Context: an optimization exercise on an open-source flow, tuned for small area. The choices shown serve that exercise and are no tape-out recipe. No run shown here included a check of the RTL's function; only the layout flow was run.

==> flow/design.v (outline; a module is shown in full before it is edited, if it fits) <==
// module PE_R0: 259 lines
// module PE_R1: 259 lines
// module PE_R2: 259 lines
// module PE_R3: 259 lines
// module FA: 4 lines
// module HA: 4 lines
// module AN2: 3 lines
// module ND2: 3 lines
// module NR2: 3 lines
// module OR2: 3 lines
// module XOR2: 3 lines
// module XNR2: 3 lines
// module INV: 3 lines
// module AOI21: 3 lines
// module OAI21: 3 lines
// module MUXI: 3 lines
// module MUXN: 3 lines
// module MUXM: 3 lines
// module Mesh: 94 lines
module Mesh(
  input         clock,
  input  [7:0]  io_in_a_0_0,
  input  [7:0]  io_in_a_1_0,
  input  [7:0]  io_in_a_2_0,
  input  [7:0]  io_in_a_3_0,
  input  [7:0]  io_in_d_0_0,
  input  [7:0]  io_in_d_1_0,
  input  [7:0]  io_in_d_2_0,
  input  [7:0]  io_in_d_3_0,
  input  [15:0] io_in_b_0_0,
  input  [15:0] io_in_b_1_0,
  input  [15:0] io_in_b_2_0,
  input  [15:0] io_in_b_3_0,
  input         io_in_control_0_0_propagate,
  input         io_in_control_1_0_propagate,
  input         io_in_control_2_0_propagate,
  input         io_in_control_3_0_propagate,
  output [15:0] io_out_c_0_0,
  output [15:0] io_out_c_1_0,
  output [15:0] io_out_c_2_0,
  output [15:0] io_out_c_3_0
);
  // ...
==> flow/flow/run.sh <==
#!/bin/bash
# Layout with the standard flow (standard synthesis unchanged), with two
# changes: the port buffers are the smallest buffer cell, and clock tree
# synthesis inserts no dummy load cells.
set -euo pipefail
CTS="-sink_clustering_enable -repair_clock_nets -sink_clustering_size 16 -sink_clustering_max_diameter 40 -buf_list sky130_fd_sc_hd__clkbuf_8 -dont_use_dummy_load"
bash standard.sh \
  "BUFFER_PORTS_ARGS=-buffer_cell sky130_fd_sc_hd__buf_1" \
  "CTS_ARGS=$CTS" \
  finish > flow.log 2>&1
==> flow/standard.sh <==
#!/bin/bash
# synth_recipe.tcl (not shown) runs the flow's synth.tcl, then flattens the netlist and writes it again
# the make line also repeats each setting of config.mk as NAME=value (left out here)
make -C /OpenROAD-flow-scripts/flow DESIGN_CONFIG=/design/flow/config.mk WORK_HOME=/design/flow/orfs CLKGATE_MAP_FILE= SYNTH_SCRIPT=/design/flow/synth_recipe.tcl "${@:-finish}"
==> flow/config.mk <==
export PLATFORM = sky130hd
export DESIGN_NAME = Mesh
export DESIGN_NICKNAME = Mesh
export VERILOG_FILES = /design/flow/design.v
export SDC_FILE = /design/flow/constraint.sdc
export NUM_CORES = 4
export LEC_CHECK = 0
export CAP_MARGIN = 20
export CORE_MARGIN = 2
export CORE_UTILIZATION = 40
export CTS_BUF_LIST = sky130_fd_sc_hd__clkbuf_8
export CTS_CLUSTER_DIAMETER = 40
export CTS_CLUSTER_SIZE = 16
export PLACE_DENSITY = 0.6
export SLEW_MARGIN = 20
export SYNTH_HIERARCHICAL = 1
==> flow/constraint.sdc <==
create_clock -name core_clock -period 5.2 [get_ports {clock}]
set_input_delay 1.0400 -clock core_clock [delete_from_list [all_inputs] [get_ports {clock}]]
set_output_delay 1.0400 -clock core_clock [all_outputs]
set_load 0.01 [all_outputs]
==> results.json, run 1 <==
{
  "maxCapViolations": 0,
  "cts.repair.resized": 5,
  "place.gp.congestion": 0.873,
  "wire_per_inst_um": 18.1,
  "topRoutingLayerUsed": "met4",
  "cts_setup_buffers": 0,
  "path_buf_inv": 1,
  "start_util_pct": 40.1,
  "nMultiInputCombCells": 3296,
  "crit_fanout": 4,
  "yosysMostFrequentCell": "dfxtp_1",
  "fin_ws_ps": 173,
  "die-area_sq_um": 140000,
  "tightest_slew_ps": 1040,
  "grt_usage_pct": 18.3,
  "num_tap_cells": 1794,
  "multi_input_area_sq_um": 32800,
  "die_x_um": 375,
  "fmax_ghz": 0.199,
  "n_antenna_cell": 3,
  "hp-class": "in -> reg",
  "boundaryPins": 197,
  "die_h_um": 375,
  "largest_register_ffs": 256,
  "drc": 0,
  "seq_cells": 1104,
  "yosysWarnings": 11,
  "clockBufferDepth": 3,
  "cts_made_buffers": 151,
  "synthCells": 4512,
  "cpMostUsedCell": "fa_1",
  "wl_met2_um": 56400,
  "nFillCells": 12471,
  "status": "complete, no violations",
  "yosysUniqueCellTypes": 13,
  "stdcell_area_sq_um": 62500,
  "clkLatencyLatePin_ps": 880
}
==> module PE_R0, before the edit <==
module PE_R0(
  input         clock,
  input  [7:0]  a,
  input  [7:0]  b,
  input  [15:0] d,         
  input         keep,
  input         keep_n,
  output [15:0] c_out      
);
  reg  [15:0] acc;
  reg  [15:0] sh;
  wire [15:0] acc_d, sh_d;
  wire n1, n2, n3, n4, n5, n6, n7, n8, n9, n10, n11, n12, n13, n14, n15, n16;
  wire n17, n18, n19, n20, n21, n22, n23, n24, n25, n26, n27, n28, n29, n30, n31, n32;
  wire n33, n34, n35, n36, n37, n38, n39, n40, n41, n42, n43, n44, n45, n46, n47, n48;
  wire n49, n50, n51, n52, n53, n54, n55, n56, n57, n58, n59, n60, n61, n62, n63, n64;
  wire n65, n66, n67, n68, n69, n70, n71, n72, n73, n74, n75, n76, n77, n78, n79, n80;
  wire n81, n82, n83, n84, n85, n86, n87, n88, n89, n90, n91, n92, n93, n94, n95, n96;
  wire n97, n98, n99, n100, n101, n102, n103, n104, n105, n106, n107, n108, n109, n110, n111, n112;
  wire n113, n114, n115, n116, n117, n118, n119, n120, n121, n122, n123, n124, n125, n126, n127, n128;
  wire n129, n130, n131, n132, n133, n134, n135, n136, n137, n138, n139, n140, n141, n142, n143, n144;
  wire n145, n146, n147, n148, n149, n150, n151, n152, n153, n154, n155, n156, n157, n158, n159, n160;
  wire n161, n162, n163, n164, n165, n166, n167, n168, n169, n170, n171, n172, n173, n174, n175, n176;
  wire n177, n178, n179, n180, n181, n182, n183, n184, n185, n186, n187, n188, n189, n190, n191, n192;
  wire n193, n194, n195, n196, n197, n198, n199, n200, n201, n202, n203, n204, n205, n206, n207, n208;
  wire n209, n210, n211, n212, n213, n214, n215, n216, n217, n218, n219, n220, n221, n222, n223;
  ND2 u1 (.a(a[0]), .b(b[0]), .y(n1));
  ND2 u2 (.a(a[0]), .b(b[1]), .y(n2));
  ND2 u3 (.a(a[0]), .b(b[2]), .y(n3));
  ND2 u4 (.a(a[0]), .b(b[3]), .y(n4));
  ND2 u5 (.a(a[0]), .b(b[4]), .y(n5));
  ND2 u6 (.a(a[0]), .b(b[5]), .y(n6));
  ND2 u7 (.a(a[0]), .b(b[6]), .y(n7));
  AN2 u8 (.a(a[0]), .b(b[7]), .y(n8));
  ND2 u9 (.a(a[1]), .b(b[0]), .y(n9));
  ND2 u10 (.a(a[1]), .b(b[1]), .y(n10));
  ND2 u11 (.a(a[1]), .b(b[2]), .y(n11));
  ND2 u12 (.a(a[1]), .b(b[3]), .y(n12));
  ND2 u13 (.a(a[1]), .b(b[4]), .y(n13));
  ND2 u14 (.a(a[1]), .b(b[5]), .y(n14));
  ND2 u15 (.a(a[1]), .b(b[6]), .y(n15));
  AN2 u16 (.a(a[1]), .b(b[7]), .y(n16));
  ND2 u17 (.a(a[2]), .b(b[0]), .y(n17));
  ND2 u18 (.a(a[2]), .b(b[1]), .y(n18));
  ND2 u19 (.a(a[2]), .b(b[2]), .y(n19));
  ND2 u20 (.a(a[2]), .b(b[3]), .y(n20));
  ND2 u21 (.a(a[2]), .b(b[4]), .y(n21));
  ND2 u22 (.a(a[2]), .b(b[5]), .y(n22));
  ND2 u23 (.a(a[2]), .b(b[6]), .y(n23));
  AN2 u24 (.a(a[2]), .b(b[7]), .y(n24));
  ND2 u25 (.a(a[3]), .b(b[0]), .y(n25));
  ND2 u26 (.a(a[3]), .b(b[1]), .y(n26));
  ND2 u27 (.a(a[3]), .b(b[2]), .y(n27));
  ND2 u28 (.a(a[3]), .b(b[3]), .y(n28));
  ND2 u29 (.a(a[3]), .b(b[4]), .y(n29));
  ND2 u30 (.a(a[3]), .b(b[5]), .y(n30));
  ND2 u31 (.a(a[3]), .b(b[6]), .y(n31));
  AN2 u32 (.a(a[3]), .b(b[7]), .y(n32));
  ND2 u33 (.a(a[4]), .b(b[0]), .y(n33));
  ND2 u34 (.a(a[4]), .b(b[1]), .y(n34));
  ND2 u35 (.a(a[4]), .b(b[2]), .y(n35));
  ND2 u36 (.a(a[4]), .b(b[3]), .y(n36));
  ND2 u37 (.a(a[4]), .b(b[4]), .y(n37));
  ND2 u38 (.a(a[4]), .b(b[5]), .y(n38));
  ND2 u39 (.a(a[4]), .b(b[6]), .y(n39));
  AN2 u40 (.a(a[4]), .b(b[7]), .y(n40));
  ND2 u41 (.a(a[5]), .b(b[0]), .y(n41));
  ND2 u42 (.a(a[5]), .b(b[1]), .y(n42));
  ND2 u43 (.a(a[5]), .b(b[2]), .y(n43));
  ND2 u44 (.a(a[5]), .b(b[3]), .y(n44));
  ND2 u45 (.a(a[5]), .b(b[4]), .y(n45));
  ND2 u46 (.a(a[5]), .b(b[5]), .y(n46));
  ND2 u47 (.a(a[5]), .b(b[6]), .y(n47));
  AN2 u48 (.a(a[5]), .b(b[7]), .y(n48));
  ND2 u49 (.a(a[6]), .b(b[0]), .y(n49));
  ND2 u50 (.a(a[6]), .b(b[1]), .y(n50));
  ND2 u51 (.a(a[6]), .b(b[2]), .y(n51));
  ND2 u52 (.a(a[6]), .b(b[3]), .y(n52));
  ND2 u53 (.a(a[6]), .b(b[4]), .y(n53));
  ND2 u54 (.a(a[6]), .b(b[5]), .y(n54));
  ND2 u55 (.a(a[6]), .b(b[6]), .y(n55));
  AN2 u56 (.a(a[6]), .b(b[7]), .y(n56));
  AN2 u57 (.a(a[7]), .b(b[0]), .y(n57));
  AN2 u58 (.a(a[7]), .b(b[1]), .y(n58));
  AN2 u59 (.a(a[7]), .b(b[2]), .y(n59));
  AN2 u60 (.a(a[7]), .b(b[3]), .y(n60));
  AN2 u61 (.a(a[7]), .b(b[4]), .y(n61));
  AN2 u62 (.a(a[7]), .b(b[5]), .y(n62));
  AN2 u63 (.a(a[7]), .b(b[6]), .y(n63));
  ND2 u64 (.a(a[7]), .b(b[7]), .y(n64));
  ND2 u65 (.a(a[1]), .b(b[7]), .y(n65));
  FA u66 (.x(acc[1]), .y(n2), .z(n9), .s(n66), .c(n67));
  FA u67 (.x(acc[2]), .y(n3), .z(n10), .s(n68), .c(n69));
  FA u68 (.x(n17), .y(n67), .z(n68), .s(n70), .c(n71));
  FA u69 (.x(acc[3]), .y(n4), .z(n11), .s(n72), .c(n73));
  FA u70 (.x(n18), .y(n25), .z(n69), .s(n74), .c(n75));
  FA u71 (.x(n72), .y(n71), .z(n74), .s(n76), .c(n77));
  FA u72 (.x(acc[4]), .y(n5), .z(n12), .s(n78), .c(n79));
  FA u73 (.x(n19), .y(n26), .z(n33), .s(n80), .c(n81));
  FA u74 (.x(n73), .y(n78), .z(n80), .s(n82), .c(n83));
  FA u75 (.x(n75), .y(n82), .z(n77), .s(n84), .c(n85));
  FA u76 (.x(acc[5]), .y(n6), .z(n13), .s(n86), .c(n87));
  FA u77 (.x(n20), .y(n27), .z(n34), .s(n88), .c(n89));
  FA u78 (.x(n41), .y(n79), .z(n81), .s(n90), .c(n91));
  FA u79 (.x(n86), .y(n88), .z(n83), .s(n92), .c(n93));
  FA u80 (.x(n90), .y(n92), .z(n85), .s(n94), .c(n95));
  FA u81 (.x(acc[6]), .y(n7), .z(n14), .s(n96), .c(n97));
  FA u82 (.x(n21), .y(n28), .z(n35), .s(n98), .c(n99));
  FA u83 (.x(n42), .y(n49), .z(n87), .s(n100), .c(n101));
  FA u84 (.x(n89), .y(n96), .z(n98), .s(n102), .c(n103));
  FA u85 (.x(n91), .y(n100), .z(n102), .s(n104), .c(n105));
  FA u86 (.x(n93), .y(n104), .z(n95), .s(n106), .c(n107));
  FA u87 (.x(acc[7]), .y(n8), .z(n15), .s(n108), .c(n109));
  FA u88 (.x(n22), .y(n29), .z(n36), .s(n110), .c(n111));
  FA u89 (.x(n43), .y(n50), .z(n57), .s(n112), .c(n113));
  FA u90 (.x(n97), .y(n99), .z(n108), .s(n114), .c(n115));
  FA u91 (.x(n110), .y(n112), .z(n101), .s(n116), .c(n117));
  FA u92 (.x(n103), .y(n114), .z(n116), .s(n118), .c(n119));
  FA u93 (.x(n105), .y(n118), .z(n107), .s(n120), .c(n121));
  FA u94 (.x(acc[8]), .y(n23), .z(n30), .s(n122), .c(n123));
  FA u95 (.x(n37), .y(n44), .z(n51), .s(n124), .c(n125));
  FA u96 (.x(n58), .y(n65), .z(n109), .s(n126), .c(n127));
  FA u97 (.x(n111), .y(n113), .z(n122), .s(n128), .c(n129));
  FA u98 (.x(n124), .y(n115), .z(n126), .s(n130), .c(n131));
  FA u99 (.x(n128), .y(n117), .z(n130), .s(n132), .c(n133));
  XNR2 u100 (.a(n119), .b(n132), .y(n134));
  OR2 u101 (.a(n119), .b(n132), .y(n135));
  FA u102 (.x(acc[9]), .y(n24), .z(n31), .s(n136), .c(n137));
  FA u103 (.x(n38), .y(n45), .z(n52), .s(n138), .c(n139));
  FA u104 (.x(n59), .y(n16), .z(n123), .s(n140), .c(n141));
  FA u105 (.x(n125), .y(n136), .z(n138), .s(n142), .c(n143));
  FA u106 (.x(n127), .y(n129), .z(n140), .s(n144), .c(n145));
  FA u107 (.x(n142), .y(n131), .z(n144), .s(n146), .c(n147));
  FA u108 (.x(n133), .y(n146), .z(n135), .s(n148), .c(n149));
  FA u109 (.x(acc[10]), .y(n32), .z(n39), .s(n150), .c(n151));
  FA u110 (.x(n46), .y(n53), .z(n60), .s(n152), .c(n153));
  FA u111 (.x(n137), .y(n139), .z(n150), .s(n154), .c(n155));
  FA u112 (.x(n152), .y(n141), .z(n143), .s(n156), .c(n157));
  FA u113 (.x(n154), .y(n145), .z(n156), .s(n158), .c(n159));
  FA u114 (.x(n147), .y(n158), .z(n149), .s(n160), .c(n161));
  FA u115 (.x(acc[11]), .y(n40), .z(n47), .s(n162), .c(n163));
  FA u116 (.x(n54), .y(n61), .z(n151), .s(n164), .c(n165));
  FA u117 (.x(n153), .y(n162), .z(n155), .s(n166), .c(n167));
  FA u118 (.x(n164), .y(n157), .z(n166), .s(n168), .c(n169));
  XNR2 u119 (.a(n159), .b(n168), .y(n170));
  OR2 u120 (.a(n159), .b(n168), .y(n171));
  FA u121 (.x(acc[12]), .y(n48), .z(n55), .s(n172), .c(n173));
  FA u122 (.x(n62), .y(n163), .z(n172), .s(n174), .c(n175));
  FA u123 (.x(n165), .y(n174), .z(n167), .s(n176), .c(n177));
  FA u124 (.x(n169), .y(n176), .z(n171), .s(n178), .c(n179));
  FA u125 (.x(acc[13]), .y(n56), .z(n63), .s(n180), .c(n181));
  FA u126 (.x(n173), .y(n180), .z(n175), .s(n182), .c(n183));
  FA u127 (.x(n182), .y(n177), .z(n179), .s(n184), .c(n185));
  FA u128 (.x(acc[14]), .y(n64), .z(n181), .s(n186), .c(n187));
  FA u129 (.x(n186), .y(n183), .z(n185), .s(n188), .c(n189));
  XOR2 u130 (.a(acc[15]), .b(n187), .y(n191));
  XOR2 u131 (.a(n191), .b(n189), .y(n190));
  OR2 u132 (.a(acc[0]), .b(n1), .y(n192));
  OR2 u133 (.a(n66), .b(n192), .y(n193));
  OR2 u134 (.a(n70), .b(n193), .y(n194));
  OR2 u135 (.a(n76), .b(n194), .y(n195));
  OR2 u136 (.a(n84), .b(n195), .y(n196));
  XOR2 u137 (.a(n134), .b(n121), .y(n197));
  NR2 u138 (.a(n134), .b(n121), .y(n198));
  XOR2 u139 (.a(n170), .b(n161), .y(n199));
  NR2 u140 (.a(n170), .b(n161), .y(n200));
  NR2 u141 (.a(n94), .b(n196), .y(n201));
  INV u142 (.a(n106), .y(n202));
  ND2 u143 (.a(n202), .b(n201), .y(n203));
  NR2 u144 (.a(n120), .b(n106), .y(n204));
  ND2 u145 (.a(n204), .b(n201), .y(n205));
  INV u146 (.a(n205), .y(n206));
  AOI21 u147 (.a1(n197), .a2(n206), .b1(n198), .y(n207));
  INV u148 (.a(n148), .y(n208));
  ND2 u149 (.a(n208), .b(n198), .y(n209));
  ND2 u150 (.a(n208), .b(n197), .y(n210));
  OAI21 u151 (.a1(n210), .a2(n205), .b1(n209), .y(n211));
  INV u152 (.a(n160), .y(n212));
  ND2 u153 (.a(n212), .b(n211), .y(n213));
  ND2 u154 (.a(n199), .b(n212), .y(n214));
  INV u155 (.a(n200), .y(n215));
  OAI21 u156 (.a1(n214), .a2(n209), .b1(n215), .y(n216));
  NR2 u157 (.a(n214), .b(n210), .y(n217));
  AOI21 u158 (.a1(n217), .a2(n206), .b1(n216), .y(n218));
  NR2 u159 (.a(n178), .b(n218), .y(n219));
  NR2 u160 (.a(n184), .b(n178), .y(n220));
  INV u161 (.a(n218), .y(n221));
  ND2 u162 (.a(n220), .b(n221), .y(n222));
  NR2 u163 (.a(n188), .b(n222), .y(n223));
  wire sx0_T;
  XOR2 ux0_T (.a(acc[0]), .b(n1), .y(sx0_T));
  MUXI ma0 (.s(keep), .sn(keep_n), .x1(sx0_T), .x0(d[0]), .y(acc_d[0]));
  MUXI ms0 (.s(keep), .sn(keep_n), .x1(d[0]), .x0(sx0_T), .y(sh_d[0]));
  wire sx1_T;
  XOR2 ux1_T (.a(n66), .b(n192), .y(sx1_T));
  MUXI ma1 (.s(keep), .sn(keep_n), .x1(sx1_T), .x0(d[1]), .y(acc_d[1]));
  MUXI ms1 (.s(keep), .sn(keep_n), .x1(d[1]), .x0(sx1_T), .y(sh_d[1]));
  wire sx2_T;
  XOR2 ux2_T (.a(n70), .b(n193), .y(sx2_T));
  MUXI ma2 (.s(keep), .sn(keep_n), .x1(sx2_T), .x0(d[2]), .y(acc_d[2]));
  MUXI ms2 (.s(keep), .sn(keep_n), .x1(d[2]), .x0(sx2_T), .y(sh_d[2]));
  wire sx3_T;
  XOR2 ux3_T (.a(n76), .b(n194), .y(sx3_T));
  MUXI ma3 (.s(keep), .sn(keep_n), .x1(sx3_T), .x0(d[3]), .y(acc_d[3]));
  MUXI ms3 (.s(keep), .sn(keep_n), .x1(d[3]), .x0(sx3_T), .y(sh_d[3]));
  wire sx4_T;
  XOR2 ux4_T (.a(n84), .b(n195), .y(sx4_T));
  MUXI ma4 (.s(keep), .sn(keep_n), .x1(sx4_T), .x0(d[4]), .y(acc_d[4]));
  MUXI ms4 (.s(keep), .sn(keep_n), .x1(d[4]), .x0(sx4_T), .y(sh_d[4]));
  wire sx5_T;
  XOR2 ux5_T (.a(n94), .b(n196), .y(sx5_T));
  MUXI ma5 (.s(keep), .sn(keep_n), .x1(sx5_T), .x0(d[5]), .y(acc_d[5]));
  MUXI ms5 (.s(keep), .sn(keep_n), .x1(d[5]), .x0(sx5_T), .y(sh_d[5]));
  wire sx6_T;
  XNR2 ux6_T (.a(n106), .b(n201), .y(sx6_T));
  MUXI ma6 (.s(keep), .sn(keep_n), .x1(sx6_T), .x0(d[6]), .y(acc_d[6]));
  MUXI ms6 (.s(keep), .sn(keep_n), .x1(d[6]), .x0(sx6_T), .y(sh_d[6]));
  wire sx7_T;
  XOR2 ux7_T (.a(n120), .b(n203), .y(sx7_T));
  MUXI ma7 (.s(keep), .sn(keep_n), .x1(sx7_T), .x0(d[7]), .y(acc_d[7]));
  MUXI ms7 (.s(keep), .sn(keep_n), .x1(d[7]), .x0(sx7_T), .y(sh_d[7]));
  wire sx8_T;
  XNR2 ux8_T (.a(n197), .b(n205), .y(sx8_T));
  MUXI ma8 (.s(keep), .sn(keep_n), .x1(sx8_T), .x0(d[8]), .y(acc_d[8]));
  MUXI ms8 (.s(keep), .sn(keep_n), .x1(d[8]), .x0(sx8_T), .y(sh_d[8]));
  wire sx9_T;
  XOR2 ux9_T (.a(n148), .b(n207), .y(sx9_T));
  MUXI ma9 (.s(keep), .sn(keep_n), .x1(sx9_T), .x0(d[9]), .y(acc_d[9]));
  MUXI ms9 (.s(keep), .sn(keep_n), .x1(d[9]), .x0(sx9_T), .y(sh_d[9]));
  wire sx10_T;
  XNR2 ux10_T (.a(n160), .b(n211), .y(sx10_T));
  MUXI ma10 (.s(keep), .sn(keep_n), .x1(sx10_T), .x0(d[10]), .y(acc_d[10]));
  MUXI ms10 (.s(keep), .sn(keep_n), .x1(d[10]), .x0(sx10_T), .y(sh_d[10]));
  wire sx11_T;
  XNR2 ux11_T (.a(n199), .b(n213), .y(sx11_T));
  MUXI ma11 (.s(keep), .sn(keep_n), .x1(sx11_T), .x0(d[11]), .y(acc_d[11]));
  MUXI ms11 (.s(keep), .sn(keep_n), .x1(d[11]), .x0(sx11_T), .y(sh_d[11]));
  wire sx12_T;
  XOR2 ux12_T (.a(n178), .b(n218), .y(sx12_T));
  MUXI ma12 (.s(keep), .sn(keep_n), .x1(sx12_T), .x0(d[12]), .y(acc_d[12]));
  MUXI ms12 (.s(keep), .sn(keep_n), .x1(d[12]), .x0(sx12_T), .y(sh_d[12]));
  wire sx13_T;
  XNR2 ux13_T (.a(n184), .b(n219), .y(sx13_T));
  MUXI ma13 (.s(keep), .sn(keep_n), .x1(sx13_T), .x0(d[13]), .y(acc_d[13]));
  MUXI ms13 (.s(keep), .sn(keep_n), .x1(d[13]), .x0(sx13_T), .y(sh_d[13]));
  wire sx14_T;
  XOR2 ux14_T (.a(n188), .b(n222), .y(sx14_T));
  MUXI ma14 (.s(keep), .sn(keep_n), .x1(sx14_T), .x0(d[14]), .y(acc_d[14]));
  MUXI ms14 (.s(keep), .sn(keep_n), .x1(d[14]), .x0(sx14_T), .y(sh_d[14]));
  wire sx15_T;
  XOR2 ux15_T (.a(n190), .b(n223), .y(sx15_T));
  MUXI ma15 (.s(keep), .sn(keep_n), .x1(sx15_T), .x0(d[15]), .y(acc_d[15]));
  MUXI ms15 (.s(keep), .sn(keep_n), .x1(d[15]), .x0(sx15_T), .y(sh_d[15]));
  always @(posedge clock) begin
    acc <= acc_d;
    sh  <= sh_d;
  end
  assign c_out = sh;
endmodule
==> run 2, diff against run 1 <==
--- a/flow/design.v
+++ b/flow/design.v
@@ -25,3 +25,3 @@
   wire n193, n194, n195, n196, n197, n198, n199, n200, n201, n202, n203, n204, n205, n206, n207, n208;
-  wire n209, n210, n211, n212, n213, n214, n215, n216, n217, n218, n219, n220, n221, n222, n223;
+  wire n209, n210, n211, n212, n213, n214, n215, n216, n217, n218, n219, n220;
   ND2 u1 (.a(a[0]), .b(b[0]), .y(n1));
@@ -157,34 +157,31 @@
   XOR2 u131 (.a(n191), .b(n189), .y(n190));
-  OR2 u132 (.a(acc[0]), .b(n1), .y(n192));
-  OR2 u133 (.a(n66), .b(n192), .y(n193));
-  OR2 u134 (.a(n70), .b(n193), .y(n194));
-  OR2 u135 (.a(n76), .b(n194), .y(n195));
-  OR2 u136 (.a(n84), .b(n195), .y(n196));
-  XOR2 u137 (.a(n134), .b(n121), .y(n197));
-  NR2 u138 (.a(n134), .b(n121), .y(n198));
-  XOR2 u139 (.a(n170), .b(n161), .y(n199));
-  NR2 u140 (.a(n170), .b(n161), .y(n200));
-  NR2 u141 (.a(n94), .b(n196), .y(n201));
-  INV u142 (.a(n106), .y(n202));
-  ND2 u143 (.a(n202), .b(n201), .y(n203));
-  NR2 u144 (.a(n120), .b(n106), .y(n204));
-  ND2 u145 (.a(n204), .b(n201), .y(n205));
-  INV u146 (.a(n205), .y(n206));
-  AOI21 u147 (.a1(n197), .a2(n206), .b1(n198), .y(n207));
-  INV u148 (.a(n148), .y(n208));
-  ND2 u149 (.a(n208), .b(n198), .y(n209));
-  ND2 u150 (.a(n208), .b(n197), .y(n210));
-  OAI21 u151 (.a1(n210), .a2(n205), .b1(n209), .y(n211));
-  INV u152 (.a(n160), .y(n212));
-  ND2 u153 (.a(n212), .b(n211), .y(n213));
-  ND2 u154 (.a(n199), .b(n212), .y(n214));
-  INV u155 (.a(n200), .y(n215));
-  OAI21 u156 (.a1(n214), .a2(n209), .b1(n215), .y(n216));
-  NR2 u157 (.a(n214), .b(n210), .y(n217));
-  AOI21 u158 (.a1(n217), .a2(n206), .b1(n216), .y(n218));
-  NR2 u159 (.a(n178), .b(n218), .y(n219));
-  NR2 u160 (.a(n184), .b(n178), .y(n220));
-  INV u161 (.a(n218), .y(n221));
-  ND2 u162 (.a(n220), .b(n221), .y(n222));
-  NR2 u163 (.a(n188), .b(n222), .y(n223));
+  NR2 u132 (.a(acc[0]), .b(n1), .y(n192));
+  NAND2B u133 (.an(n66), .b(n192), .y(n193));
+  NR2 u134 (.a(n70), .b(n193), .y(n194));
+  NAND2B u135 (.an(n76), .b(n194), .y(n195));
+  NR2 u136 (.a(n84), .b(n195), .y(n196));
+  NAND2B u137 (.an(n94), .b(n196), .y(n197));
+  XNR2 u138 (.a(n134), .b(n121), .y(n198));
+  NR2 u139 (.a(n134), .b(n121), .y(n199));
+  XNR2 u140 (.a(n170), .b(n161), .y(n200));
+  OR2 u141 (.a(n170), .b(n161), .y(n201));
+  NR2 u142 (.a(n106), .b(n197), .y(n202));
+  INV u143 (.a(n120), .y(n203));
+  ND2 u144 (.a(n203), .b(n202), .y(n204));
+  NR2 u145 (.a(n198), .b(n120), .y(n205));
+  AO21 u146 (.a1(n205), .a2(n202), .b1(n199), .y(n206));
+  INV u147 (.a(n148), .y(n207));
+  ND2 u148 (.a(n207), .b(n206), .y(n208));
+  NR2 u149 (.a(n160), .b(n148), .y(n209));
+  ND2 u150 (.a(n209), .b(n206), .y(n210));
+  OAI21 u151 (.a1(n200), .a2(n210), .b1(n201), .y(n211));
+  NR2 u152 (.a(n178), .b(n201), .y(n212));
+  NR2 u153 (.a(n178), .b(n200), .y(n213));
+  ND2 u154 (.a(n213), .b(n209), .y(n214));
+  INV u155 (.a(n214), .y(n215));
+  AO21 u156 (.a1(n215), .a2(n206), .b1(n212), .y(n216));
+  INV u157 (.a(n184), .y(n217));
+  ND2 u158 (.a(n217), .b(n216), .y(n218));
+  NR2 u159 (.a(n188), .b(n184), .y(n219));
+  ND2 u160 (.a(n219), .b(n216), .y(n220));
   wire sx0_T;
@@ -194,3 +191,3 @@
   wire sx1_T;
-  XOR2 ux1_T (.a(n66), .b(n192), .y(sx1_T));
+  XNR2 ux1_T (.a(n66), .b(n192), .y(sx1_T));
   MUXI ma1 (.s(keep), .sn(keep_n), .x1(sx1_T), .x0(d[1]), .y(acc_d[1]));
@@ -202,3 +199,3 @@
   wire sx3_T;
-  XOR2 ux3_T (.a(n76), .b(n194), .y(sx3_T));
+  XNR2 ux3_T (.a(n76), .b(n194), .y(sx3_T));
   MUXI ma3 (.s(keep), .sn(keep_n), .x1(sx3_T), .x0(d[3]), .y(acc_d[3]));
@@ -210,3 +207,3 @@
   wire sx5_T;
-  XOR2 ux5_T (.a(n94), .b(n196), .y(sx5_T));
+  XNR2 ux5_T (.a(n94), .b(n196), .y(sx5_T));
   MUXI ma5 (.s(keep), .sn(keep_n), .x1(sx5_T), .x0(d[5]), .y(acc_d[5]));
@@ -214,3 +211,3 @@
   wire sx6_T;
-  XNR2 ux6_T (.a(n106), .b(n201), .y(sx6_T));
+  XOR2 ux6_T (.a(n106), .b(n197), .y(sx6_T));
   MUXI ma6 (.s(keep), .sn(keep_n), .x1(sx6_T), .x0(d[6]), .y(acc_d[6]));
@@ -218,3 +215,3 @@
   wire sx7_T;
-  XOR2 ux7_T (.a(n120), .b(n203), .y(sx7_T));
+  XNR2 ux7_T (.a(n120), .b(n202), .y(sx7_T));
   MUXI ma7 (.s(keep), .sn(keep_n), .x1(sx7_T), .x0(d[7]), .y(acc_d[7]));
@@ -222,3 +219,3 @@
   wire sx8_T;
-  XNR2 ux8_T (.a(n197), .b(n205), .y(sx8_T));
+  XOR2 ux8_T (.a(n198), .b(n204), .y(sx8_T));
   MUXI ma8 (.s(keep), .sn(keep_n), .x1(sx8_T), .x0(d[8]), .y(acc_d[8]));
@@ -226,3 +223,3 @@
   wire sx9_T;
-  XOR2 ux9_T (.a(n148), .b(n207), .y(sx9_T));
+  XNR2 ux9_T (.a(n148), .b(n206), .y(sx9_T));
   MUXI ma9 (.s(keep), .sn(keep_n), .x1(sx9_T), .x0(d[9]), .y(acc_d[9]));
@@ -230,3 +227,3 @@
   wire sx10_T;
-  XNR2 ux10_T (.a(n160), .b(n211), .y(sx10_T));
+  XOR2 ux10_T (.a(n160), .b(n208), .y(sx10_T));
   MUXI ma10 (.s(keep), .sn(keep_n), .x1(sx10_T), .x0(d[10]), .y(acc_d[10]));
@@ -234,3 +231,3 @@
   wire sx11_T;
-  XNR2 ux11_T (.a(n199), .b(n213), .y(sx11_T));
+  XOR2 ux11_T (.a(n200), .b(n210), .y(sx11_T));
   MUXI ma11 (.s(keep), .sn(keep_n), .x1(sx11_T), .x0(d[11]), .y(acc_d[11]));
@@ -238,3 +235,3 @@
   wire sx12_T;
-  XOR2 ux12_T (.a(n178), .b(n218), .y(sx12_T));
+  XNR2 ux12_T (.a(n178), .b(n211), .y(sx12_T));
   MUXI ma12 (.s(keep), .sn(keep_n), .x1(sx12_T), .x0(d[12]), .y(acc_d[12]));
@@ -242,3 +239,3 @@
   wire sx13_T;
-  XNR2 ux13_T (.a(n184), .b(n219), .y(sx13_T));
+  XNR2 ux13_T (.a(n184), .b(n216), .y(sx13_T));
   MUXI ma13 (.s(keep), .sn(keep_n), .x1(sx13_T), .x0(d[13]), .y(acc_d[13]));
@@ -246,3 +243,3 @@
   wire sx14_T;
-  XOR2 ux14_T (.a(n188), .b(n222), .y(sx14_T));
+  XOR2 ux14_T (.a(n188), .b(n218), .y(sx14_T));
   MUXI ma14 (.s(keep), .sn(keep_n), .x1(sx14_T), .x0(d[14]), .y(acc_d[14]));
@@ -250,3 +247,3 @@
   wire sx15_T;
-  XOR2 ux15_T (.a(n190), .b(n223), .y(sx15_T));
+  XNR2 ux15_T (.a(n190), .b(n220), .y(sx15_T));
   MUXI ma15 (.s(keep), .sn(keep_n), .x1(sx15_T), .x0(d[15]), .y(acc_d[15]));
@@ -284,3 +281,3 @@
   wire n193, n194, n195, n196, n197, n198, n199, n200, n201, n202, n203, n204, n205, n206, n207, n208;
-  wire n209, n210, n211, n212, n213, n214, n215, n216, n217, n218, n219, n220, n221, n222, n223;
+  wire n209, n210, n211, n212, n213, n214, n215, n216, n217, n218, n219, n220;
   ND2 u1 (.a(a[0]), .b(b[0]), .y(n1));
@@ -416,34 +413,31 @@
   XOR2 u131 (.a(n191), .b(n189), .y(n190));
-  OR2 u132 (.a(acc[0]), .b(n1), .y(n192));
-  OR2 u133 (.a(n66), .b(n192), .y(n193));
-  OR2 u134 (.a(n70), .b(n193), .y(n194));
-  OR2 u135 (.a(n76), .b(n194), .y(n195));
-  OR2 u136 (.a(n84), .b(n195), .y(n196));
-  XOR2 u137 (.a(n134), .b(n121), .y(n197));
-  NR2 u138 (.a(n134), .b(n121), .y(n198));
-  XOR2 u139 (.a(n170), .b(n161), .y(n199));
-  NR2 u140 (.a(n170), .b(n161), .y(n200));
-  NR2 u141 (.a(n94), .b(n196), .y(n201));
-  INV u142 (.a(n106), .y(n202));
-  ND2 u143 (.a(n202), .b(n201), .y(n203));
-  NR2 u144 (.a(n120), .b(n106), .y(n204));
-  ND2 u145 (.a(n204), .b(n201), .y(n205));
-  INV u146 (.a(n205), .y(n206));
-  AOI21 u147 (.a1(n197), .a2(n206), .b1(n198), .y(n207));
-  INV u148 (.a(n148), .y(n208));
-  ND2 u149 (.a(n208), .b(n198), .y(n209));
-  ND2 u150 (.a(n208), .b(n197), .y(n210));
-  OAI21 u151 (.a1(n210), .a2(n205), .b1(n209), .y(n211));
-  INV u152 (.a(n160), .y(n212));
-  ND2 u153 (.a(n212), .b(n211), .y(n213));
-  ND2 u154 (.a(n199), .b(n212), .y(n214));
-  INV u155 (.a(n200), .y(n215));
-  OAI21 u156 (.a1(n214), .a2(n209), .b1(n215), .y(n216));
-  NR2 u157 (.a(n214), .b(n210), .y(n217));
-  AOI21 u158 (.a1(n217), .a2(n206), .b1(n216), .y(n218));
-  NR2 u159 (.a(n178), .b(n218), .y(n219));
-  NR2 u160 (.a(n184), .b(n178), .y(n220));
-  INV u161 (.a(n218), .y(n221));
-  ND2 u162 (.a(n220), .b(n221), .y(n222));
-  NR2 u163 (.a(n188), .b(n222), .y(n223));
+  NR2 u132 (.a(acc[0]), .b(n1), .y(n192));
+  NAND2B u133 (.an(n66), .b(n192), .y(n193));
+  NR2 u134 (.a(n70), .b(n193), .y(n194));
+  NAND2B u135 (.an(n76), .b(n194), .y(n195));
+  NR2 u136 (.a(n84), .b(n195), .y(n196));
+  NAND2B u137 (.an(n94), .b(n196), .y(n197));
+  XNR2 u138 (.a(n134), .b(n121), .y(n198));
+  NR2 u139 (.a(n134), .b(n121), .y(n199));
+  XNR2 u140 (.a(n170), .b(n161), .y(n200));
+  OR2 u141 (.a(n170), .b(n161), .y(n201));
+  NR2 u142 (.a(n106), .b(n197), .y(n202));
+  INV u143 (.a(n120), .y(n203));
+  ND2 u144 (.a(n203), .b(n202), .y(n204));
+  NR2 u145 (.a(n198), .b(n120), .y(n205));
+  AO21 u146 (.a1(n205), .a2(n202), .b1(n199), .y(n206));
+  INV u147 (.a(n148), .y(n207));
+  ND2 u148 (.a(n207), .b(n206), .y(n208));
+  NR2 u149 (.a(n160), .b(n148), .y(n209));
+  ND2 u150 (.a(n209), .b(n206), .y(n210));
+  OAI21 u151 (.a1(n200), .a2(n210), .b1(n201), .y(n211));
+  NR2 u152 (.a(n178), .b(n201), .y(n212));
+  NR2 u153 (.a(n178), .b(n200), .y(n213));
+  ND2 u154 (.a(n213), .b(n209), .y(n214));
+  INV u155 (.a(n214), .y(n215));
+  AO21 u156 (.a1(n215), .a2(n206), .b1(n212), .y(n216));
+  INV u157 (.a(n184), .y(n217));
+  ND2 u158 (.a(n217), .b(n216), .y(n218));
+  NR2 u159 (.a(n188), .b(n184), .y(n219));
+  ND2 u160 (.a(n219), .b(n216), .y(n220));
   wire sx0_N;
@@ -453,3 +447,3 @@
   wire sx1_N;
-  XNR2 ux1_N (.a(n66), .b(n192), .y(sx1_N));
+  XOR2 ux1_N (.a(n66), .b(n192), .y(sx1_N));
   MUXN ma1 (.s(keep), .sn(keep_n), .x1(sx1_N), .x0(d[1]), .y(acc_d[1]));
@@ -461,3 +455,3 @@
   wire sx3_N;
-  XNR2 ux3_N (.a(n76), .b(n194), .y(sx3_N));
+  XOR2 ux3_N (.a(n76), .b(n194), .y(sx3_N));
   MUXN ma3 (.s(keep), .sn(keep_n), .x1(sx3_N), .x0(d[3]), .y(acc_d[3]));
@@ -469,3 +463,3 @@
   wire sx5_N;
-  XNR2 ux5_N (.a(n94), .b(n196), .y(sx5_N));
+  XOR2 ux5_N (.a(n94), .b(n196), .y(sx5_N));
   MUXN ma5 (.s(keep), .sn(keep_n), .x1(sx5_N), .x0(d[5]), .y(acc_d[5]));
@@ -473,3 +467,3 @@
   wire sx6_N;
-  XOR2 ux6_N (.a(n106), .b(n201), .y(sx6_N));
+  XNR2 ux6_N (.a(n106), .b(n197), .y(sx6_N));
   MUXN ma6 (.s(keep), .sn(keep_n), .x1(sx6_N), .x0(d[6]), .y(acc_d[6]));
@@ -477,3 +471,3 @@
   wire sx7_N;
-  XNR2 ux7_N (.a(n120), .b(n203), .y(sx7_N));
+  XOR2 ux7_N (.a(n120), .b(n202), .y(sx7_N));
   MUXN ma7 (.s(keep), .sn(keep_n), .x1(sx7_N), .x0(d[7]), .y(acc_d[7]));
@@ -481,3 +475,3 @@
   wire sx8_N;
-  XOR2 ux8_N (.a(n197), .b(n205), .y(sx8_N));
+  XNR2 ux8_N (.a(n198), .b(n204), .y(sx8_N));
   MUXN ma8 (.s(keep), .sn(keep_n), .x1(sx8_N), .x0(d[8]), .y(acc_d[8]));
@@ -485,3 +479,3 @@
   wire sx9_N;
-  XNR2 ux9_N (.a(n148), .b(n207), .y(sx9_N));
+  XOR2 ux9_N (.a(n148), .b(n206), .y(sx9_N));
   MUXN ma9 (.s(keep), .sn(keep_n), .x1(sx9_N), .x0(d[9]), .y(acc_d[9]));
@@ -489,3 +483,3 @@
   wire sx10_N;
-  XOR2 ux10_N (.a(n160), .b(n211), .y(sx10_N));
+  XNR2 ux10_N (.a(n160), .b(n208), .y(sx10_N));
   MUXN ma10 (.s(keep), .sn(keep_n), .x1(sx10_N), .x0(d[10]), .y(acc_d[10]));
@@ -493,3 +487,3 @@
   wire sx11_N;
-  XOR2 ux11_N (.a(n199), .b(n213), .y(sx11_N));
+  XNR2 ux11_N (.a(n200), .b(n210), .y(sx11_N));
   MUXN ma11 (.s(keep), .sn(keep_n), .x1(sx11_N), .x0(d[11]), .y(acc_d[11]));
@@ -497,3 +491,3 @@
   wire sx12_N;
-  XNR2 ux12_N (.a(n178), .b(n218), .y(sx12_N));
+  XOR2 ux12_N (.a(n178), .b(n211), .y(sx12_N));
   MUXN ma12 (.s(keep), .sn(keep_n), .x1(sx12_N), .x0(d[12]), .y(acc_d[12]));
@@ -501,3 +495,3 @@
   wire sx13_N;
-  XOR2 ux13_N (.a(n184), .b(n219), .y(sx13_N));
+  XOR2 ux13_N (.a(n184), .b(n216), .y(sx13_N));
   MUXN ma13 (.s(keep), .sn(keep_n), .x1(sx13_N), .x0(d[13]), .y(acc_d[13]));
@@ -505,3 +499,3 @@
   wire sx14_N;
-  XNR2 ux14_N (.a(n188), .b(n222), .y(sx14_N));
+  XNR2 ux14_N (.a(n188), .b(n218), .y(sx14_N));
   MUXN ma14 (.s(keep), .sn(keep_n), .x1(sx14_N), .x0(d[14]), .y(acc_d[14]));
@@ -509,3 +503,3 @@
   wire sx15_N;
-  XNR2 ux15_N (.a(n190), .b(n223), .y(sx15_N));
+  XOR2 ux15_N (.a(n190), .b(n220), .y(sx15_N));
   MUXN ma15 (.s(keep), .sn(keep_n), .x1(sx15_N), .x0(d[15]), .y(acc_d[15]));
@@ -543,3 +537,3 @@
   wire n193, n194, n195, n196, n197, n198, n199, n200, n201, n202, n203, n204, n205, n206, n207, n208;
-  wire n209, n210, n211, n212, n213, n214, n215, n216, n217, n218, n219, n220, n221, n222, n223;
+  wire n209, n210, n211, n212, n213, n214, n215, n216, n217, n218, n219, n220;
   ND2 u1 (.a(a[0]), .b(b[0]), .y(n1));
@@ -675,34 +669,31 @@
   XOR2 u131 (.a(n191), .b(n189), .y(n190));
-  OR2 u132 (.a(acc[0]), .b(n1), .y(n192));
-  OR2 u133 (.a(n66), .b(n192), .y(n193));
-  OR2 u134 (.a(n70), .b(n193), .y(n194));
-  OR2 u135 (.a(n76), .b(n194), .y(n195));
-  OR2 u136 (.a(n84), .b(n195), .y(n196));
-  XOR2 u137 (.a(n134), .b(n121), .y(n197));
-  NR2 u138 (.a(n134), .b(n121), .y(n198));
-  XOR2 u139 (.a(n170), .b(n161), .y(n199));
-  NR2 u140 (.a(n170), .b(n161), .y(n200));
-  NR2 u141 (.a(n94), .b(n196), .y(n201));
-  INV u142 (.a(n106), .y(n202));
-  ND2 u143 (.a(n202), .b(n201), .y(n203));
-  NR2 u144 (.a(n120), .b(n106), .y(n204));
-  ND2 u145 (.a(n204), .b(n201), .y(n205));
-  INV u146 (.a(n205), .y(n206));
-  AOI21 u147 (.a1(n197), .a2(n206), .b1(n198), .y(n207));
-  INV u148 (.a(n148), .y(n208));
-  ND2 u149 (.a(n208), .b(n198), .y(n209));
-  ND2 u150 (.a(n208), .b(n197), .y(n210));
-  OAI21 u151 (.a1(n210), .a2(n205), .b1(n209), .y(n211));
-  INV u152 (.a(n160), .y(n212));
-  ND2 u153 (.a(n212), .b(n211), .y(n213));
-  ND2 u154 (.a(n199), .b(n212), .y(n214));
-  INV u155 (.a(n200), .y(n215));
-  OAI21 u156 (.a1(n214), .a2(n209), .b1(n215), .y(n216));
-  NR2 u157 (.a(n214), .b(n210), .y(n217));
-  AOI21 u158 (.a1(n217), .a2(n206), .b1(n216), .y(n218));
-  NR2 u159 (.a(n178), .b(n218), .y(n219));
-  NR2 u160 (.a(n184), .b(n178), .y(n220));
-  INV u161 (.a(n218), .y(n221));
-  ND2 u162 (.a(n220), .b(n221), .y(n222));
-  NR2 u163 (.a(n188), .b(n222), .y(n223));
+  NR2 u132 (.a(acc[0]), .b(n1), .y(n192));
+  NAND2B u133 (.an(n66), .b(n192), .y(n193));
+  NR2 u134 (.a(n70), .b(n193), .y(n194));
+  NAND2B u135 (.an(n76), .b(n194), .y(n195));
+  NR2 u136 (.a(n84), .b(n195), .y(n196));
+  NAND2B u137 (.an(n94), .b(n196), .y(n197));
+  XNR2 u138 (.a(n134), .b(n121), .y(n198));
+  NR2 u139 (.a(n134), .b(n121), .y(n199));
+  XNR2 u140 (.a(n170), .b(n161), .y(n200));
+  OR2 u141 (.a(n170), .b(n161), .y(n201));
+  NR2 u142 (.a(n106), .b(n197), .y(n202));
+  INV u143 (.a(n120), .y(n203));
+  ND2 u144 (.a(n203), .b(n202), .y(n204));
+  NR2 u145 (.a(n198), .b(n120), .y(n205));
+  AO21 u146 (.a1(n205), .a2(n202), .b1(n199), .y(n206));
+  INV u147 (.a(n148), .y(n207));
+  ND2 u148 (.a(n207), .b(n206), .y(n208));
+  NR2 u149 (.a(n160), .b(n148), .y(n209));
+  ND2 u150 (.a(n209), .b(n206), .y(n210));
+  OAI21 u151 (.a1(n200), .a2(n210), .b1(n201), .y(n211));
+  NR2 u152 (.a(n178), .b(n201), .y(n212));
+  NR2 u153 (.a(n178), .b(n200), .y(n213));
+  ND2 u154 (.a(n213), .b(n209), .y(n214));
+  INV u155 (.a(n214), .y(n215));
+  AO21 u156 (.a1(n215), .a2(n206), .b1(n212), .y(n216));
+  INV u157 (.a(n184), .y(n217));
+  ND2 u158 (.a(n217), .b(n216), .y(n218));
+  NR2 u159 (.a(n188), .b(n184), .y(n219));
+  ND2 u160 (.a(n219), .b(n216), .y(n220));
   wire sx0_T;
@@ -712,3 +703,3 @@
   wire sx1_T;
-  XOR2 ux1_T (.a(n66), .b(n192), .y(sx1_T));
+  XNR2 ux1_T (.a(n66), .b(n192), .y(sx1_T));
   MUXI ma1 (.s(keep), .sn(keep_n), .x1(sx1_T), .x0(d[1]), .y(acc_d[1]));
@@ -720,3 +711,3 @@
   wire sx3_T;
-  XOR2 ux3_T (.a(n76), .b(n194), .y(sx3_T));
+  XNR2 ux3_T (.a(n76), .b(n194), .y(sx3_T));
   MUXI ma3 (.s(keep), .sn(keep_n), .x1(sx3_T), .x0(d[3]), .y(acc_d[3]));
@@ -728,3 +719,3 @@
   wire sx5_T;
-  XOR2 ux5_T (.a(n94), .b(n196), .y(sx5_T));
+  XNR2 ux5_T (.a(n94), .b(n196), .y(sx5_T));
   MUXI ma5 (.s(keep), .sn(keep_n), .x1(sx5_T), .x0(d[5]), .y(acc_d[5]));
@@ -732,3 +723,3 @@
   wire sx6_T;
-  XNR2 ux6_T (.a(n106), .b(n201), .y(sx6_T));
+  XOR2 ux6_T (.a(n106), .b(n197), .y(sx6_T));
   MUXI ma6 (.s(keep), .sn(keep_n), .x1(sx6_T), .x0(d[6]), .y(acc_d[6]));
@@ -736,3 +727,3 @@
   wire sx7_T;
-  XOR2 ux7_T (.a(n120), .b(n203), .y(sx7_T));
+  XNR2 ux7_T (.a(n120), .b(n202), .y(sx7_T));
   MUXI ma7 (.s(keep), .sn(keep_n), .x1(sx7_T), .x0(d[7]), .y(acc_d[7]));
@@ -740,3 +731,3 @@
   wire sx8_T;
-  XNR2 ux8_T (.a(n197), .b(n205), .y(sx8_T));
+  XOR2 ux8_T (.a(n198), .b(n204), .y(sx8_T));
   MUXI ma8 (.s(keep), .sn(keep_n), .x1(sx8_T), .x0(d[8]), .y(acc_d[8]));
@@ -744,3 +735,3 @@
   wire sx9_T;
-  XOR2 ux9_T (.a(n148), .b(n207), .y(sx9_T));
+  XNR2 ux9_T (.a(n148), .b(n206), .y(sx9_T));
   MUXI ma9 (.s(keep), .sn(keep_n), .x1(sx9_T), .x0(d[9]), .y(acc_d[9]));
@@ -748,3 +739,3 @@
   wire sx10_T;
-  XNR2 ux10_T (.a(n160), .b(n211), .y(sx10_T));
+  XOR2 ux10_T (.a(n160), .b(n208), .y(sx10_T));
   MUXI ma10 (.s(keep), .sn(keep_n), .x1(sx10_T), .x0(d[10]), .y(acc_d[10]));
@@ -752,3 +743,3 @@
   wire sx11_T;
-  XNR2 ux11_T (.a(n199), .b(n213), .y(sx11_T));
+  XOR2 ux11_T (.a(n200), .b(n210), .y(sx11_T));
   MUXI ma11 (.s(keep), .sn(keep_n), .x1(sx11_T), .x0(d[11]), .y(acc_d[11]));
@@ -756,3 +747,3 @@
   wire sx12_T;
-  XOR2 ux12_T (.a(n178), .b(n218), .y(sx12_T));
+  XNR2 ux12_T (.a(n178), .b(n211), .y(sx12_T));
   MUXI ma12 (.s(keep), .sn(keep_n), .x1(sx12_T), .x0(d[12]), .y(acc_d[12]));
@@ -760,3 +751,3 @@
   wire sx13_T;
-  XNR2 ux13_T (.a(n184), .b(n219), .y(sx13_T));
+  XNR2 ux13_T (.a(n184), .b(n216), .y(sx13_T));
   MUXI ma13 (.s(keep), .sn(keep_n), .x1(sx13_T), .x0(d[13]), .y(acc_d[13]));
@@ -764,3 +755,3 @@
   wire sx14_T;
-  XOR2 ux14_T (.a(n188), .b(n222), .y(sx14_T));
+  XOR2 ux14_T (.a(n188), .b(n218), .y(sx14_T));
   MUXI ma14 (.s(keep), .sn(keep_n), .x1(sx14_T), .x0(d[14]), .y(acc_d[14]));
@@ -768,3 +759,3 @@
   wire sx15_T;
-  XOR2 ux15_T (.a(n190), .b(n223), .y(sx15_T));
+  XNR2 ux15_T (.a(n190), .b(n220), .y(sx15_T));
   MUXI ma15 (.s(keep), .sn(keep_n), .x1(sx15_T), .x0(d[15]), .y(acc_d[15]));
@@ -802,3 +793,3 @@
   wire n193, n194, n195, n196, n197, n198, n199, n200, n201, n202, n203, n204, n205, n206, n207, n208;
-  wire n209, n210, n211, n212, n213, n214, n215, n216, n217, n218, n219, n220, n221, n222, n223;
+  wire n209, n210, n211, n212, n213, n214, n215, n216, n217, n218, n219, n220;
   ND2 u1 (.a(a[0]), .b(b[0]), .y(n1));
@@ -934,34 +925,31 @@
   XOR2 u131 (.a(n191), .b(n189), .y(n190));
-  OR2 u132 (.a(acc[0]), .b(n1), .y(n192));
-  OR2 u133 (.a(n66), .b(n192), .y(n193));
-  OR2 u134 (.a(n70), .b(n193), .y(n194));
-  OR2 u135 (.a(n76), .b(n194), .y(n195));
-  OR2 u136 (.a(n84), .b(n195), .y(n196));
-  XOR2 u137 (.a(n134), .b(n121), .y(n197));
-  NR2 u138 (.a(n134), .b(n121), .y(n198));
-  XOR2 u139 (.a(n170), .b(n161), .y(n199));
-  NR2 u140 (.a(n170), .b(n161), .y(n200));
-  NR2 u141 (.a(n94), .b(n196), .y(n201));
-  INV u142 (.a(n106), .y(n202));
-  ND2 u143 (.a(n202), .b(n201), .y(n203));
-  NR2 u144 (.a(n120), .b(n106), .y(n204));
-  ND2 u145 (.a(n204), .b(n201), .y(n205));
-  INV u146 (.a(n205), .y(n206));
-  AOI21 u147 (.a1(n197), .a2(n206), .b1(n198), .y(n207));
-  INV u148 (.a(n148), .y(n208));
-  ND2 u149 (.a(n208), .b(n198), .y(n209));
-  ND2 u150 (.a(n208), .b(n197), .y(n210));
-  OAI21 u151 (.a1(n210), .a2(n205), .b1(n209), .y(n211));
-  INV u152 (.a(n160), .y(n212));
-  ND2 u153 (.a(n212), .b(n211), .y(n213));
-  ND2 u154 (.a(n199), .b(n212), .y(n214));
-  INV u155 (.a(n200), .y(n215));
-  OAI21 u156 (.a1(n214), .a2(n209), .b1(n215), .y(n216));
-  NR2 u157 (.a(n214), .b(n210), .y(n217));
-  AOI21 u158 (.a1(n217), .a2(n206), .b1(n216), .y(n218));
-  NR2 u159 (.a(n178), .b(n218), .y(n219));
-  NR2 u160 (.a(n184), .b(n178), .y(n220));
-  INV u161 (.a(n218), .y(n221));
-  ND2 u162 (.a(n220), .b(n221), .y(n222));
-  NR2 u163 (.a(n188), .b(n222), .y(n223));
+  NR2 u132 (.a(acc[0]), .b(n1), .y(n192));
+  NAND2B u133 (.an(n66), .b(n192), .y(n193));
+  NR2 u134 (.a(n70), .b(n193), .y(n194));
+  NAND2B u135 (.an(n76), .b(n194), .y(n195));
+  NR2 u136 (.a(n84), .b(n195), .y(n196));
+  NAND2B u137 (.an(n94), .b(n196), .y(n197));
+  XNR2 u138 (.a(n134), .b(n121), .y(n198));
+  NR2 u139 (.a(n134), .b(n121), .y(n199));
+  XNR2 u140 (.a(n170), .b(n161), .y(n200));
+  OR2 u141 (.a(n170), .b(n161), .y(n201));
+  NR2 u142 (.a(n106), .b(n197), .y(n202));
+  INV u143 (.a(n120), .y(n203));
+  ND2 u144 (.a(n203), .b(n202), .y(n204));
+  NR2 u145 (.a(n198), .b(n120), .y(n205));
+  AO21 u146 (.a1(n205), .a2(n202), .b1(n199), .y(n206));
+  INV u147 (.a(n148), .y(n207));
+  ND2 u148 (.a(n207), .b(n206), .y(n208));
+  NR2 u149 (.a(n160), .b(n148), .y(n209));
+  ND2 u150 (.a(n209), .b(n206), .y(n210));
+  OAI21 u151 (.a1(n200), .a2(n210), .b1(n201), .y(n211));
+  NR2 u152 (.a(n178), .b(n201), .y(n212));
+  NR2 u153 (.a(n178), .b(n200), .y(n213));
+  ND2 u154 (.a(n213), .b(n209), .y(n214));
+  INV u155 (.a(n214), .y(n215));
+  AO21 u156 (.a1(n215), .a2(n206), .b1(n212), .y(n216));
+  INV u157 (.a(n184), .y(n217));
+  ND2 u158 (.a(n217), .b(n216), .y(n218));
+  NR2 u159 (.a(n188), .b(n184), .y(n219));
+  ND2 u160 (.a(n219), .b(n216), .y(n220));
   wire sx0_N;
@@ -971,3 +959,3 @@
   wire sx1_N;
-  XNR2 ux1_N (.a(n66), .b(n192), .y(sx1_N));
+  XOR2 ux1_N (.a(n66), .b(n192), .y(sx1_N));
   MUXN ma1 (.s(keep), .sn(keep_n), .x1(sx1_N), .x0(d[1]), .y(acc_d[1]));
@@ -979,3 +967,3 @@
   wire sx3_N;
-  XNR2 ux3_N (.a(n76), .b(n194), .y(sx3_N));
+  XOR2 ux3_N (.a(n76), .b(n194), .y(sx3_N));
   MUXN ma3 (.s(keep), .sn(keep_n), .x1(sx3_N), .x0(d[3]), .y(acc_d[3]));
@@ -987,3 +975,3 @@
   wire sx5_N;
-  XNR2 ux5_N (.a(n94), .b(n196), .y(sx5_N));
+  XOR2 ux5_N (.a(n94), .b(n196), .y(sx5_N));
   MUXN ma5 (.s(keep), .sn(keep_n), .x1(sx5_N), .x0(d[5]), .y(acc_d[5]));
@@ -991,3 +979,3 @@
   wire sx6_N;
-  XOR2 ux6_N (.a(n106), .b(n201), .y(sx6_N));
+  XNR2 ux6_N (.a(n106), .b(n197), .y(sx6_N));
   MUXN ma6 (.s(keep), .sn(keep_n), .x1(sx6_N), .x0(d[6]), .y(acc_d[6]));
@@ -995,3 +983,3 @@
   wire sx7_N;
-  XNR2 ux7_N (.a(n120), .b(n203), .y(sx7_N));
+  XOR2 ux7_N (.a(n120), .b(n202), .y(sx7_N));
   MUXN ma7 (.s(keep), .sn(keep_n), .x1(sx7_N), .x0(d[7]), .y(acc_d[7]));
@@ -999,3 +987,3 @@
   wire sx8_N;
-  XOR2 ux8_N (.a(n197), .b(n205), .y(sx8_N));
+  XNR2 ux8_N (.a(n198), .b(n204), .y(sx8_N));
   MUXN ma8 (.s(keep), .sn(keep_n), .x1(sx8_N), .x0(d[8]), .y(acc_d[8]));
@@ -1003,3 +991,3 @@
   wire sx9_N;
-  XNR2 ux9_N (.a(n148), .b(n207), .y(sx9_N));
+  XOR2 ux9_N (.a(n148), .b(n206), .y(sx9_N));
   MUXN ma9 (.s(keep), .sn(keep_n), .x1(sx9_N), .x0(d[9]), .y(acc_d[9]));
@@ -1007,3 +995,3 @@
   wire sx10_N;
-  XOR2 ux10_N (.a(n160), .b(n211), .y(sx10_N));
+  XNR2 ux10_N (.a(n160), .b(n208), .y(sx10_N));
   MUXN ma10 (.s(keep), .sn(keep_n), .x1(sx10_N), .x0(d[10]), .y(acc_d[10]));
@@ -1011,3 +999,3 @@
   wire sx11_N;
-  XOR2 ux11_N (.a(n199), .b(n213), .y(sx11_N));
+  XNR2 ux11_N (.a(n200), .b(n210), .y(sx11_N));
   MUXN ma11 (.s(keep), .sn(keep_n), .x1(sx11_N), .x0(d[11]), .y(acc_d[11]));
@@ -1015,3 +1003,3 @@
   wire sx12_N;
-  XNR2 ux12_N (.a(n178), .b(n218), .y(sx12_N));
+  XOR2 ux12_N (.a(n178), .b(n211), .y(sx12_N));
   MUXN ma12 (.s(keep), .sn(keep_n), .x1(sx12_N), .x0(d[12]), .y(acc_d[12]));
@@ -1019,3 +1007,3 @@
   wire sx13_N;
-  XOR2 ux13_N (.a(n184), .b(n219), .y(sx13_N));
+  XOR2 ux13_N (.a(n184), .b(n216), .y(sx13_N));
   MUXN ma13 (.s(keep), .sn(keep_n), .x1(sx13_N), .x0(d[13]), .y(acc_d[13]));
@@ -1023,3 +1011,3 @@
   wire sx14_N;
-  XNR2 ux14_N (.a(n188), .b(n222), .y(sx14_N));
+  XNR2 ux14_N (.a(n188), .b(n218), .y(sx14_N));
   MUXN ma14 (.s(keep), .sn(keep_n), .x1(sx14_N), .x0(d[14]), .y(acc_d[14]));
@@ -1027,3 +1015,3 @@
   wire sx15_N;
-  XNR2 ux15_N (.a(n190), .b(n223), .y(sx15_N));
+  XOR2 ux15_N (.a(n190), .b(n220), .y(sx15_N));
   MUXN ma15 (.s(keep), .sn(keep_n), .x1(sx15_N), .x0(d[15]), .y(acc_d[15]));
@@ -1065,2 +1053,5 @@
 endmodule
+module NAND2B(input an, input b, output y);
+  assign y = ~(~an & b);
+endmodule
 module AOI21(input a1, input a2, input b1, output y);
@@ -1068,2 +1059,8 @@
 endmodule
+module AO21(input a1, input a2, input b1, output y);
+  assign y = (a1 & a2) | b1;
+endmodule
+module OA21(input a1, input a2, input b1, output y);
+  assign y = (a1 | a2) & b1;
+endmodule
 module OAI21(input a1, input a2, input b1, output y);
@@ -1124,5 +1121,4 @@
         reg  [15:0] d_r;
-        reg         p_r;
+        reg         p_r;       
         wire [15:0] c_out;
-        wire        p_next;
         wire        keep, keep_n;
@@ -1139,3 +1135,3 @@
           end
-          assign p_next = in_p[j];
+          XNR2 ukeep (.a(p_r), .b(in_p[j]), .y(keep));
         end else begin : top
@@ -1144,7 +1140,6 @@
             d_r <= row[i-1].col[j].c_out;
-            p_r <= row[i-1].col[j].p_r;
+            p_r <= row[i-1].col[j].keep;
           end
-          assign p_next = row[i-1].col[j].p_r;
+          assign keep = p_r;
         end
-        XNR2 ukeep (.a(p_r), .b(p_next), .y(keep));
         INV  ukeepn (.a(keep), .y(keep_n));
--- a/flow/flow/run.sh
+++ b/flow/flow/run.sh
@@ -5,3 +5,3 @@
 set -euo pipefail
-CTS="-sink_clustering_enable -repair_clock_nets -sink_clustering_size 16 -sink_clustering_max_diameter 40 -buf_list sky130_fd_sc_hd__clkbuf_8 -dont_use_dummy_load"
+CTS="-sink_clustering_enable -repair_clock_nets -sink_clustering_size 16 -sink_clustering_max_diameter 70 -buf_list sky130_fd_sc_hd__clkbuf_8 -dont_use_dummy_load"
 bash standard.sh \
--- a/flow/config.mk
+++ b/flow/config.mk
@@ -9,7 +9,5 @@
 export CORE_MARGIN = 2
-export CORE_UTILIZATION = 40
-export CTS_BUF_LIST = sky130_fd_sc_hd__clkbuf_8
-export CTS_CLUSTER_DIAMETER = 40
-export CTS_CLUSTER_SIZE = 16
-export PLACE_DENSITY = 0.6
+export CORE_UTILIZATION = 55
+export GPL_TIMING_DRIVEN = 0
+export PLACE_DENSITY = 0.7
 export SLEW_MARGIN = 20
==> run 2 against run 1 <==
Effect of this change: final area fell by 5.5%; worst hold slack improved by 43 ps; non-clock buffer count fell by 240; critical path type unchanged.
==> results.json, run 2 <==
{
  "status": "complete, no violations",
  "synth-async-reset-ratio_pct": 0,
  "route.final.wire_length_um": 113000,
  "dp_hpwl_um": 85700,
  "grt_usage_pct": 23.0,
  "largest_register_ffs": 256,
  "synthCells": 4452,
  "worstPathArrival_ps": 5640,
  "ff2ff_setup_slack_ps": 130,
  "criticalPathCategory": "reg -> reg",
  "synth_top_area_share_pct": 40.5,
  "setup_viol": 0,
  "yosysUniqueCellTypes": 14,
  "yosysMostFrequentCell": "dfxtp_1",
  "synthesis.nets": 5545,
  "rows": 115,
  "clockBufferDepth": 3,
  "nFillCells": 7963,
  "overflow": 0,
  "grt_pass1_wl_um": 187000,
  "port_buffers": 196,
  "tightest_slew_ps": 1060,
  "cp_slowest_cell": "fa_1",
  "synth.yosys.seq_area_share_pct": 40.5,
  "wire_per_inst_um": 18.7,
  "clkLatencyLatePin_ps": 740,
  "synth_edf_count": 0,
  "cts_made_buffers": 88,
  "synth_area_leader_cell": "dfxtp_1",
  "cts_hold_buf": 0,
  "hold_violations": 0,
  "synth_area_leaders": "dfxtp_1 40%, fa_1 35%, nand2_1 6.3%, o22ai_1 4.4%, xnor2_1 3.1%",
  "fmax_ghz": 0.197,
  "root_buffer": "clkbuf_8",
  "drive_gt1_share_pct": 7.70,
  "yosysWarnings": 11,
  "dp_cells": 5941,
  "gr-usage-met3_pct": 3.35,
  "crit_required_ps": 5770,
  "largest-register": "row.col.d_r",
  "first_pass_iters": 5,
  "synth_seq_cells": 1104,
  "start_util_pct": 55.5,
  "die_x_um": 319,
  "area_delta_synth_final_pct": 8.15,
  "crit_fanout": 9,
  "synthesis.area_sq_um": 54600,
  "avgSynthCellArea_sq_um": 12.3,
  "final_util_pct": 60.0,
  "boundaryPins": 197,
  "busiest_layer": "met2",
  "cts_tree": "built",
  "ff2ff_path_depth": 15,
  "final_common_cell": "fa_1",
  "antenna_found_initial": 1,
  "grt_max_degree": 35,
  "hp-class": "reg -> reg",
  "fin_skew_ps": 67.3,
  "cts.sinks": 1104,
  "yosys-top-cells-count": "1104 x dfxtp_1, 960 x fa_1, 912 x nand2_1",
  "drtIter0Drc": 2122,
  "via_per_inst": 5.47,
  "setup_tns_ps": 0,
  "die-area_sq_um": 102000,
  "final_nets": 5847,
  "maxCapViolations": 0,
  "grt_pass1_vias": 35290,
  "final.period_utilization_pct": 97.5,
  "start_kind": "flop",
  "ys.flop_type": "dfxtp_1",
  "clkSlewWorstSetupHoldPaths_ps": 100,
  "place.gp.congestion": 0.855,
  "cts-htree-levels": 3,
  "holdWs_ps": 283,
  "fin_cells": 6040,
  "fin_crit_ps": 5070,
  "min_path_cells": 0,
  "critPathMaxStageDelay_ps": 500,
  "via_count": 33035,
  "layout_common_cells": "955 x fa_1, 912 x nand2_1, 888 x dfxtp_1, 381 x o22ai_1, 224 x and2_1",
  "path_cells": "nand2_1, fa_1, fa_1, fa_1, fa_1, fa_1, fa_1, fa_1, xnor2_2, nor2_1, a21o_1, a21o_1, nand2_1, xor2_1, o22ai_1",
  "cpMostUsedCell": "fa_1",
  "slew_headroom_pct": 29.0,
  "crit_path_end_kind": "flop",
  "grt_use_met1_pct": 34.0,
  "drc": 0,
  "maxSlewViolCount": 0,
  "use_met2_pct": 35.5,
  "ant_nets": 0,
  "core_area_sq_um": 98400,
  "die_h_um": 319
}
[run 2: Yosys stat by module, one instance, submodules excluded, excerpt]
module | copies in the design | cells inside | cell area (sq um)
INV | 80 | 1 | 3.75
XOR2 | 160 | 1 | 8.76
MUXN | 128 | 1 | 8.76
Mesh | 1 | 592 | 11900
MUXI | 384 | 1 | 6.26
PE_R1 | 4 | 32 | 641
[run 2: cell type report]
| class | instances | area [sq um] | share of cell area (%) |
|---|---|---|---|
| repair buffers | 212 | 890 | 1.51 |
| well taps | 1287 | 1610 | 2.73 |
| inverters | 80 | 300 | 0.508 |
| multi-input cells | 3268 | 32500 | 55.1 |
| diodes | 1 | 2.50 | 0.00424 |
| flip-flops and latches | 1104 | 22500 | 38.1 |
| clock buffers | 88 | 1210 | 2.05 |
[run 2: what timing repair did]
action	4_1_cts	5_1_grt
gates resized for setup	38	268
pin swaps	0	6
setup buffers	0	9
endpoints found under the setup margin	39	150
hold endpoints to repair	0	0
gates cloned	0	0
[run 2: final timing paths]
kind / startpoint / endpoint
worst max register to register: row[2].col[1].b_r[1] / row[2].col[1].genblk3.genblk1.pe.u.sh[14]
worst min register to register: row[0].col[0].pe.u.sh[11] / row[1].col[0].d_r[11]
worst min-delay path: row[0].col[0].pe.u.sh[11] / row[1].col[0].d_r[11]
worst max-delay path: row[2].col[1].b_r[1] / row[2].col[1].genblk3.genblk1.pe.u.sh[14]
[run 2: worst max-delay path, delay by kind of cell, from the launching register on]
family,cells,cell delay [ps]
fa+ha+maj,7,3200
compound gates,3,600
flops,1,440
xor+xnor,2,410
simple gates,3,250
[run 2: logic make-up (layout without fill, tap and decap cells)]
kind of cell,count (synthesis),in the layout,synth area share (%)
flops,1104,1104,40.5
fa+ha+maj,960,960,35.2
buf+inv,80,380,0.550
other cells,0,1,0
simple gates,1392,1392,11.0
compound gates,560,560,7.04
xor+xnor,356,356,5.71
[run 2: per-stage QoR]
step | area [sq um] | setup slack (ps)
final | 59100 | 130
after global routing | 59100 | -34.8
after CTS | 58300 | 0.222
after detailed placement | 57100 | -85.0
after global placement | 57000 | -92.9
after floorplan | 54600 | 427
[run 2: per-layer routing]
metal	wire (um)	vias up	part of all wire, %
met5	0	-	0
met4	2400	0	2.1
met3	5900	161	5.2
met2	52500	890	47
met1	52000	16944	46
li1	-	15040	-

==> static timing again, ports no longer ideal <==
How much do the figures lean on ideal ports? The routed layouts below were timed once more, with nothing changed but the port constraints.
Step 1, drivers: a clkbuf_16 drives clock and a buf_2 each remaining input, both assumed.
Step 2 also shifts input and output timing later by t, the mid clock arrival at the registers, as if the neighbouring blocks saw the same clock.
Slacks: ideal ports / drivers / drivers and shift; pairs: ideal ports / drivers.
| run | shift t [ns] | setup WS [ns] | clock arrival spread, ns | pins driven straight from the clock port |
|---|---|---|---|---|
| run 1 | 0.918 | 0.173 / 0.173 / 0.173 | 0.087 / 0.087 | 1 |
| run 2 | 0.775 | 0.130 / 0.130 / 0.130 | 0.086 / 0.087 | 1 |
After both steps setup and hold are still met in every run listed.
